This is an optimization exercise on Yosys and OpenROAD, whose aim is small area, a short achievable clock period and few clock cycles per item, not a production implementation. Power is estimated from default activity; no workload was simulated.

JK:
==> flow/design.v <==
`default_nettype none
`timescale 1 ns / 1 ps
module udp_ipv4_tx (
    input  wire             ap_clk,
    input  wire             ap_rst_n,
    input  wire  [31:0]     my_ip_addr,
    input  wire   [7:0]     ip_protocol,
    input  wire             s_axis_tx_meta_tvalid,
    output wire             s_axis_tx_meta_tready,
    input  wire [255:0]     s_axis_tx_meta_tdata,
    input  wire             s_axis_tx_data_tvalid,
    output wire             s_axis_tx_data_tready,
    input  wire  [63:0]     s_axis_tx_data_tdata,
    input  wire   [7:0]     s_axis_tx_data_tkeep,
    input  wire             s_axis_tx_data_tlast,
    output wire             m_axis_tx_data_tvalid,
    input  wire             m_axis_tx_data_tready,
    output wire   [63:0]    m_axis_tx_data_tdata,
    output wire    [7:0]    m_axis_tx_data_tkeep,
    output wire             m_axis_tx_data_tlast,
    output reg    [31:0]    datagrams_transmitted
);
reg st_h0, st_h1, st_h2, st_h3, st_dat, st_prv, st_ext;
reg st_hdr, st_fix, st_lfix;
reg  [31:0] prev_data;    
reg   [3:1] prev_keep;    
reg         len_zero;     
reg  [13:2] len_r;        
reg         meta_seen;    
wire [31:0] m_dst_ip   = s_axis_tx_meta_tdata[31:0];
wire [15:0] m_dst_port = s_axis_tx_meta_tdata[47:32];
wire [15:0] m_src_port = s_axis_tx_meta_tdata[95:80];
wire [15:0] m_len      = s_axis_tx_meta_tdata[111:96];
wire [15:0] tot_len    = {2'b00, len_r, m_len[1:0]};
wire [15:0] udp_len    = {2'b00, len_r, m_len[1:0]};
wire in_v    = s_axis_tx_data_tvalid;
wire in_last = s_axis_tx_data_tlast;
wire in_k4   = s_axis_tx_data_tkeep[4];
wire rdy     = m_axis_tx_data_tready;
wire n_vreg, n_vdat;
udp_aoi21 u_vreg (.a(st_h0), .b(meta_seen), .c(st_fix), .y(n_vreg));
udp_nand2 u_vdat (.a(st_dat), .b(in_v), .y(n_vdat));
udp_nand2 u_vout (.a(n_vreg), .b(n_vdat), .y(m_axis_tx_data_tvalid));
wire beat_valid = (st_h0 & meta_seen) | st_fix | (st_dat & in_v);
wire beat_last  = st_lfix | (st_dat & in_last & ~in_k4);
wire meta_take  = st_h3 & rdy & (len_zero | in_v);
wire out_hs     = beat_valid & rdy;
wire data_hs    = st_dat & in_v & rdy;
udp_and2  u_drdy (.a(st_dat), .b(rdy), .y(s_axis_tx_data_tready));
udp_o211a u_mrdy (.a(len_zero), .b(in_v), .c(st_h3), .d(rdy), .y(s_axis_tx_meta_tready));
wire n_lfix, n_ldat;
udp_inv    u_lfix (.a(st_lfix), .y(n_lfix));
udp_nand3b u_ldat (.a_n(in_k4), .b(st_dat), .c(in_last), .y(n_ldat));
udp_nand2  u_lout (.a(n_lfix), .b(n_ldat), .y(m_axis_tx_data_tlast));
assign m_axis_tx_data_tkeep[0]   = 1'b1;
assign m_axis_tx_data_tkeep[3:1] = st_ext ? prev_keep : 3'b111;
wire n_hdr;
udp_inv u_hdr (.a(st_hdr), .y(n_hdr));
genvar i;
for (i = 0; i < 4; i = i + 1) begin : g_keep
    wire n_k;
    udp_nand2 u_k   (.a(st_dat), .b(s_axis_tx_data_tkeep[i]), .y(n_k));
    udp_nand2 u_out (.a(n_hdr), .b(n_k), .y(m_axis_tx_data_tkeep[4+i]));
end
wire [31:0] lo_dst = {m_dst_ip[7:0], m_dst_ip[15:8], m_dst_ip[23:16], m_dst_ip[31:24]};
wire        n_h0;         
wire        n_h01;        
udp_inv  u_n_h0  (.a(st_h0), .y(n_h0));
udp_nor2 u_n_h01 (.a(st_h0), .b(st_h1), .y(n_h01));
for (i = 0; i < 32; i = i + 1) begin : g_lo
    wire n_dst, n_prv;
    udp_nand2 u_dst (.a(st_h2),  .b(lo_dst[i]),    .y(n_dst));
    udp_nand2 u_prv (.a(st_prv), .b(prev_data[i]), .y(n_prv));
    if (i < 8) begin : b0
        if (i < 6) begin : u
            wire n_udp;
            udp_nand2 u_udp (.a(st_h3), .b(udp_len[8+i]), .y(n_udp));
            if (i == 0 || i == 2) begin : c
                udp_nand4 u_out (.a(n_dst), .b(n_prv), .c(n_udp), .d(n_h0),
                                 .y(m_axis_tx_data_tdata[i]));
            end else begin : nc
                udp_nand3 u_out (.a(n_dst), .b(n_prv), .c(n_udp),
                                 .y(m_axis_tx_data_tdata[i]));
            end
        end else if (i == 6) begin : c6
            udp_nand3 u_out (.a(n_dst), .b(n_prv), .c(n_h01),
                             .y(m_axis_tx_data_tdata[i]));
        end else begin : c7
            udp_nand2 u_out (.a(n_dst), .b(n_prv), .y(m_axis_tx_data_tdata[i]));
        end
    end else if (i < 16) begin : b1
        wire n_pro, n_udp;
        udp_nand2 u_pro (.a(st_h1), .b(ip_protocol[i-8]), .y(n_pro));
        udp_nand2 u_udp (.a(st_h3), .b(udp_len[i-8]),     .y(n_udp));
        udp_nand4 u_out (.a(n_dst), .b(n_prv), .c(n_pro), .d(n_udp),
                         .y(m_axis_tx_data_tdata[i]));
    end else if (i < 22) begin : b2
        wire n_tot;
        udp_nand2 u_tot (.a(st_h0), .b(tot_len[i-8]), .y(n_tot));
        udp_nand3 u_out (.a(n_dst), .b(n_prv), .c(n_tot), .y(m_axis_tx_data_tdata[i]));
    end else if (i < 24) begin : b2z
        udp_nand2 u_out (.a(n_dst), .b(n_prv), .y(m_axis_tx_data_tdata[i]));
    end else begin : b3
        wire n_tot;
        udp_nand2 u_tot (.a(st_h0), .b(tot_len[i-24]), .y(n_tot));
        udp_nand3 u_out (.a(n_dst), .b(n_prv), .c(n_tot), .y(m_axis_tx_data_tdata[i]));
    end
end
wire [31:0] hi_ports = {m_dst_port[7:0], m_dst_port[15:8], m_src_port[7:0], m_src_port[15:8]};
for (i = 0; i < 32; i = i + 1) begin : g_hi
    wire n_ip, n_pt, n_dat;
    udp_nand2 u_ip  (.a(st_h1),  .b(my_ip_addr[i]),             .y(n_ip));
    udp_nand2 u_pt  (.a(st_h2),  .b(hi_ports[i]),               .y(n_pt));
    udp_nand2 u_dat (.a(st_dat), .b(s_axis_tx_data_tdata[i]),   .y(n_dat));
    udp_nand3 u_out (.a(n_ip),   .b(n_pt), .c(n_dat),           .y(m_axis_tx_data_tdata[32+i]));
end
wire to_ext = st_dat & in_last & in_k4;
always @(posedge ap_clk) begin
    if (!ap_rst_n) begin
        st_h0   <= 1'b1;
        st_h1   <= 1'b0;
        st_h2   <= 1'b0;
        st_h3   <= 1'b0;
        st_dat  <= 1'b0;
        st_prv  <= 1'b0;
        st_ext  <= 1'b0;
        st_hdr  <= 1'b1;
        st_fix  <= 1'b0;
        st_lfix <= 1'b0;
    end else if (out_hs) begin
        st_h0   <= beat_last;
        st_h1   <= st_h0;
        st_h2   <= st_h1;
        st_h3   <= st_h2;
        st_dat  <= (st_h2 & ~len_zero) | (st_dat & ~in_last);
        st_prv  <= st_dat & (~in_last | in_k4);
        st_ext  <= to_ext;
        st_hdr  <= beat_last | st_h0 | st_h1;
        st_fix  <= st_h0 | st_h1 | (st_h2 & len_zero) | to_ext;
        st_lfix <= (st_h2 & len_zero) | to_ext;
    end
end
always @(posedge ap_clk) begin
    if (data_hs) begin
        prev_data <= s_axis_tx_data_tdata[63:32];
        prev_keep <= s_axis_tx_data_tkeep[7:5];
    end
end
wire        len_u = st_h2 | st_h3;
wire  [3:0] len_lo = {1'b0, m_len[4:2]} + {1'b0, ~len_u, 1'b1, ~len_u};
wire  [8:0] len_ones;      
assign len_ones[0] = 1'b1;
for (i = 1; i < 9; i = i + 1) begin : g_len
    assign len_ones[i] = len_ones[i-1] & m_len[4+i];
end
wire  [8:0] len_inc = {9{len_lo[3]}} & len_ones;
always @(posedge ap_clk) begin
    len_zero  <= (m_len[13:0] == 14'd0);
    len_r     <= {m_len[13:5] ^ len_inc, len_lo[2:0]};
    meta_seen <= ap_rst_n & s_axis_tx_meta_tvalid & ~meta_take;
end
wire [31:0] cnt_ones;
assign cnt_ones[0] = 1'b1;
for (i = 1; i < 32; i = i + 1) begin : g_cnt
    assign cnt_ones[i] = cnt_ones[i-1] & datagrams_transmitted[i-1];
end
always @(posedge ap_clk) begin
    if (!ap_rst_n)
        datagrams_transmitted <= 32'd0;
    else
        datagrams_transmitted <= datagrams_transmitted ^
                                 ({32{out_hs & beat_last}} & cnt_ones);
end
endmodule
module udp_nand2 (input wire a, input wire b, output wire y);
assign y = ~(a & b);
endmodule
module udp_nand3 (input wire a, input wire b, input wire c, output wire y);
assign y = ~(a & b & c);
endmodule
module udp_nand4 (input wire a, input wire b, input wire c, input wire d, output wire y);
assign y = ~(a & b & c & d);
endmodule
module udp_inv (input wire a, output wire y);
assign y = ~a;
endmodule
module udp_nor2 (input wire a, input wire b, output wire y);
assign y = ~(a | b);
endmodule
module udp_nand3b (input wire a_n, input wire b, input wire c, output wire y);
assign y = ~(~a_n & b & c);
endmodule
module udp_aoi21 (input wire a, input wire b, input wire c, output wire y);
assign y = ~((a & b) | c);
endmodule
module udp_and2 (input wire a, input wire b, output wire y);
assign y = a & b;
endmodule
module udp_o211a (input wire a, input wire b, input wire c, input wire d, output wire y);
assign y = (a | b) & c & d;
endmodule
export LEC_CHECK = 0
export CAP_MARGIN = 20
export CORE_AREA = 2.5 2.5 97.5 97.5
export DIE_AREA = 0 0 100 100
export PLACE_DENSITY = 0.7
export SETUP_SLACK_MARGIN = 2.55
export SLEW_MARGIN = 20
export SYNTH_HIERARCHICAL = 1
create_clock -name core_clock -period 5.0 [get_ports {ap_clk}]
standard.sh (not shown) runs the stock make flow with config.mk's settings and CLKGATE_MAP_FILE= SYNTH_SCRIPT=/design/flow/synth_recipe.tcl, a recipe that flattens the netlist after the stock synthesis.
==> flow/flow/run.sh <==
#!/bin/bash
# Standard ORFS layout (the standard.sh, unchanged synthesis), with the
# port buffers made from the smallest buffer instead of the default choice
# and the pins allowed on every routing track, so a smaller die fits them.
set -euo pipefail
export BUFFER_PORTS_ARGS="-buffer_cell sky130_fd_sc_hd__buf_1"
export PLACE_PINS_ARGS="-min_distance 1 -min_distance_in_tracks"
bash standard.sh synth > synth.log 2>&1
bash standard.sh finish > layout.log 2>&1
Modified inputs, MS compared to JK
diff --git a/flow/design.v b/flow/design.v
--- a/flow/design.v
+++ b/flow/design.v
@@ -40,15 +40,12 @@
 wire n_vreg, n_vdat;
 udp_aoi21 u_vreg (.a(st_h0), .b(meta_seen), .c(st_fix), .y(n_vreg));
 udp_nand2 u_vdat (.a(st_dat), .b(in_v), .y(n_vdat));
 udp_nand2 u_vout (.a(n_vreg), .b(n_vdat), .y(m_axis_tx_data_tvalid));
-wire beat_valid = (st_h0 & meta_seen) | st_fix | (st_dat & in_v);
-wire beat_last  = st_lfix | (st_dat & in_last & ~in_k4);
-wire meta_take  = st_h3 & rdy & (len_zero | in_v);
-wire out_hs     = beat_valid & rdy;
-wire data_hs    = st_dat & in_v & rdy;
-udp_and2  u_drdy (.a(st_dat), .b(rdy), .y(s_axis_tx_data_tready));
-udp_o211a u_mrdy (.a(len_zero), .b(in_v), .c(st_h3), .d(rdy), .y(s_axis_tx_meta_tready));
+wire out_hs  = m_axis_tx_data_tvalid & rdy;
+wire data_hs = st_dat & in_v & rdy;
+assign s_axis_tx_data_tready = st_dat & rdy;
+assign s_axis_tx_meta_tready = st_h3 & rdy & (len_zero | in_v);
 wire n_lfix, n_ldat;
 udp_inv    u_lfix (.a(st_lfix), .y(n_lfix));
 udp_nand3b u_ldat (.a_n(in_k4), .b(st_dat), .c(in_last), .y(n_ldat));
 udp_nand2  u_lout (.a(n_lfix), .b(n_ldat), .y(m_axis_tx_data_tlast));
@@ -127,16 +124,16 @@
         st_hdr  <= 1'b1;
         st_fix  <= 1'b0;
         st_lfix <= 1'b0;
     end else if (out_hs) begin
-        st_h0   <= beat_last;
+        st_h0   <= m_axis_tx_data_tlast;
         st_h1   <= st_h0;
         st_h2   <= st_h1;
         st_h3   <= st_h2;
         st_dat  <= (st_h2 & ~len_zero) | (st_dat & ~in_last);
         st_prv  <= st_dat & (~in_last | in_k4);
         st_ext  <= to_ext;
-        st_hdr  <= beat_last | st_h0 | st_h1;
+        st_hdr  <= m_axis_tx_data_tlast | st_h0 | st_h1;
         st_fix  <= st_h0 | st_h1 | (st_h2 & len_zero) | to_ext;
         st_lfix <= (st_h2 & len_zero) | to_ext;
     end
 end
@@ -156,21 +153,38 @@
 wire  [8:0] len_inc = {9{len_lo[3]}} & len_ones;
 always @(posedge ap_clk) begin
     len_zero  <= (m_len[13:0] == 14'd0);
     len_r     <= {m_len[13:5] ^ len_inc, len_lo[2:0]};
-    meta_seen <= ap_rst_n & s_axis_tx_meta_tvalid & ~meta_take;
-end
-wire [31:0] cnt_ones;
-assign cnt_ones[0] = 1'b1;
-for (i = 1; i < 32; i = i + 1) begin : g_cnt
-    assign cnt_ones[i] = cnt_ones[i-1] & datagrams_transmitted[i-1];
+    meta_seen <= ap_rst_n & s_axis_tx_meta_tvalid & ~s_axis_tx_meta_tready;
+end
+wire        cnt_inc = out_hs & m_axis_tx_data_tlast;
+wire  [7:0] cnt_grp_ones;     
+wire [32:0] cnt_c;            
+assign cnt_grp_ones[0] = 1'b1;
+for (i = 1; i < 8; i = i + 1) begin : g_cnt_grp
+    assign cnt_grp_ones[i] = cnt_grp_ones[i-1] & (&datagrams_transmitted[4*i-1 -: 4]);
+end
+for (i = 0; i < 32; i = i + 1) begin : g_cnt
+    if (i % 4 == 0) begin : grp
+        assign cnt_c[i+1] = (cnt_inc & cnt_grp_ones[i/4]) & datagrams_transmitted[i];
+    end else begin : rip
+        assign cnt_c[i+1] = cnt_c[i] & datagrams_transmitted[i];
+    end
+end
+assign cnt_c[0] = 1'b0;
+wire [31:0] cnt_t;            
+for (i = 0; i < 32; i = i + 1) begin : g_cnt_t
+    if (i % 4 == 0) begin : grp
+        assign cnt_t[i] = cnt_inc & cnt_grp_ones[i/4];
+    end else begin : rip
+        assign cnt_t[i] = cnt_c[i];
+    end
 end
 always @(posedge ap_clk) begin
     if (!ap_rst_n)
         datagrams_transmitted <= 32'd0;
     else
-        datagrams_transmitted <= datagrams_transmitted ^
-                                 ({32{out_hs & beat_last}} & cnt_ones);
+        datagrams_transmitted <= datagrams_transmitted ^ cnt_t;
 end
 endmodule
 module udp_nand2 (input wire a, input wire b, output wire y);
 assign y = ~(a & b);
@@ -192,10 +206,4 @@
 endmodule
 module udp_aoi21 (input wire a, input wire b, input wire c, output wire y);
 assign y = ~((a & b) | c);
 endmodule
-module udp_and2 (input wire a, input wire b, output wire y);
-assign y = a & b;
-endmodule
-module udp_o211a (input wire a, input wire b, input wire c, input wire d, output wire y);
-assign y = (a | b) & c & d;
-endmodule
==> comparison <==
MS: PASS, flow complete, no timing, DRC or antenna violations. MS ended with less final worst slack than JK. Delta (MS minus JK): critical path depth in cells saw an increase, switching share of total power saw a decrease, total chip power saw a decrease, post-route clock period utilization saw an increase. Delta (MS minus JK): global routing usage on met3 about even; design area fell 150 um^2; pin count of the biggest net entering global routing rose about 50%; logic gate share of total power fell 0.3 points.
No functional check of the RTL was part of any run of this note.

-- separate check: timing with driven ports --
No port has a modelled driver above. Below, the same layouts with a new extraction and two added sets of constraints. Step 1 assumes that a clkbuf_16 drives the clock port and a buf_2 every other input. Step 2 adds t to the input delays and takes it off the output delays; t is the mean of the earliest and latest rising clock arrival at the registers after step 1. Input paths then give back, and output paths get back, about the clock's delay inside the block. a / b / c = ideal / step 1 / step 2; a / b = the first two.
run | shift t [ns] | slack for setup (ns) | hold WS [ns] | worst setup path after step 2 | slew at the worst register clock pin (ns)
JK | 0.383 | 2.539 / 2.497 / 2.203 | 0.498 / 0.498 / 0.498 | input to register | 0.09 / 0.09
MS | 0.376 | 2.352 / 2.333 / 1.957 | 0.540 / 0.540 / 0.540 | input to register | 0.09 / 0.09
After both steps setup and hold are still met in every run listed. The setup slack of MS, which loses most, moves by -0.019 ns with the drivers and by -0.395 ns with both steps.
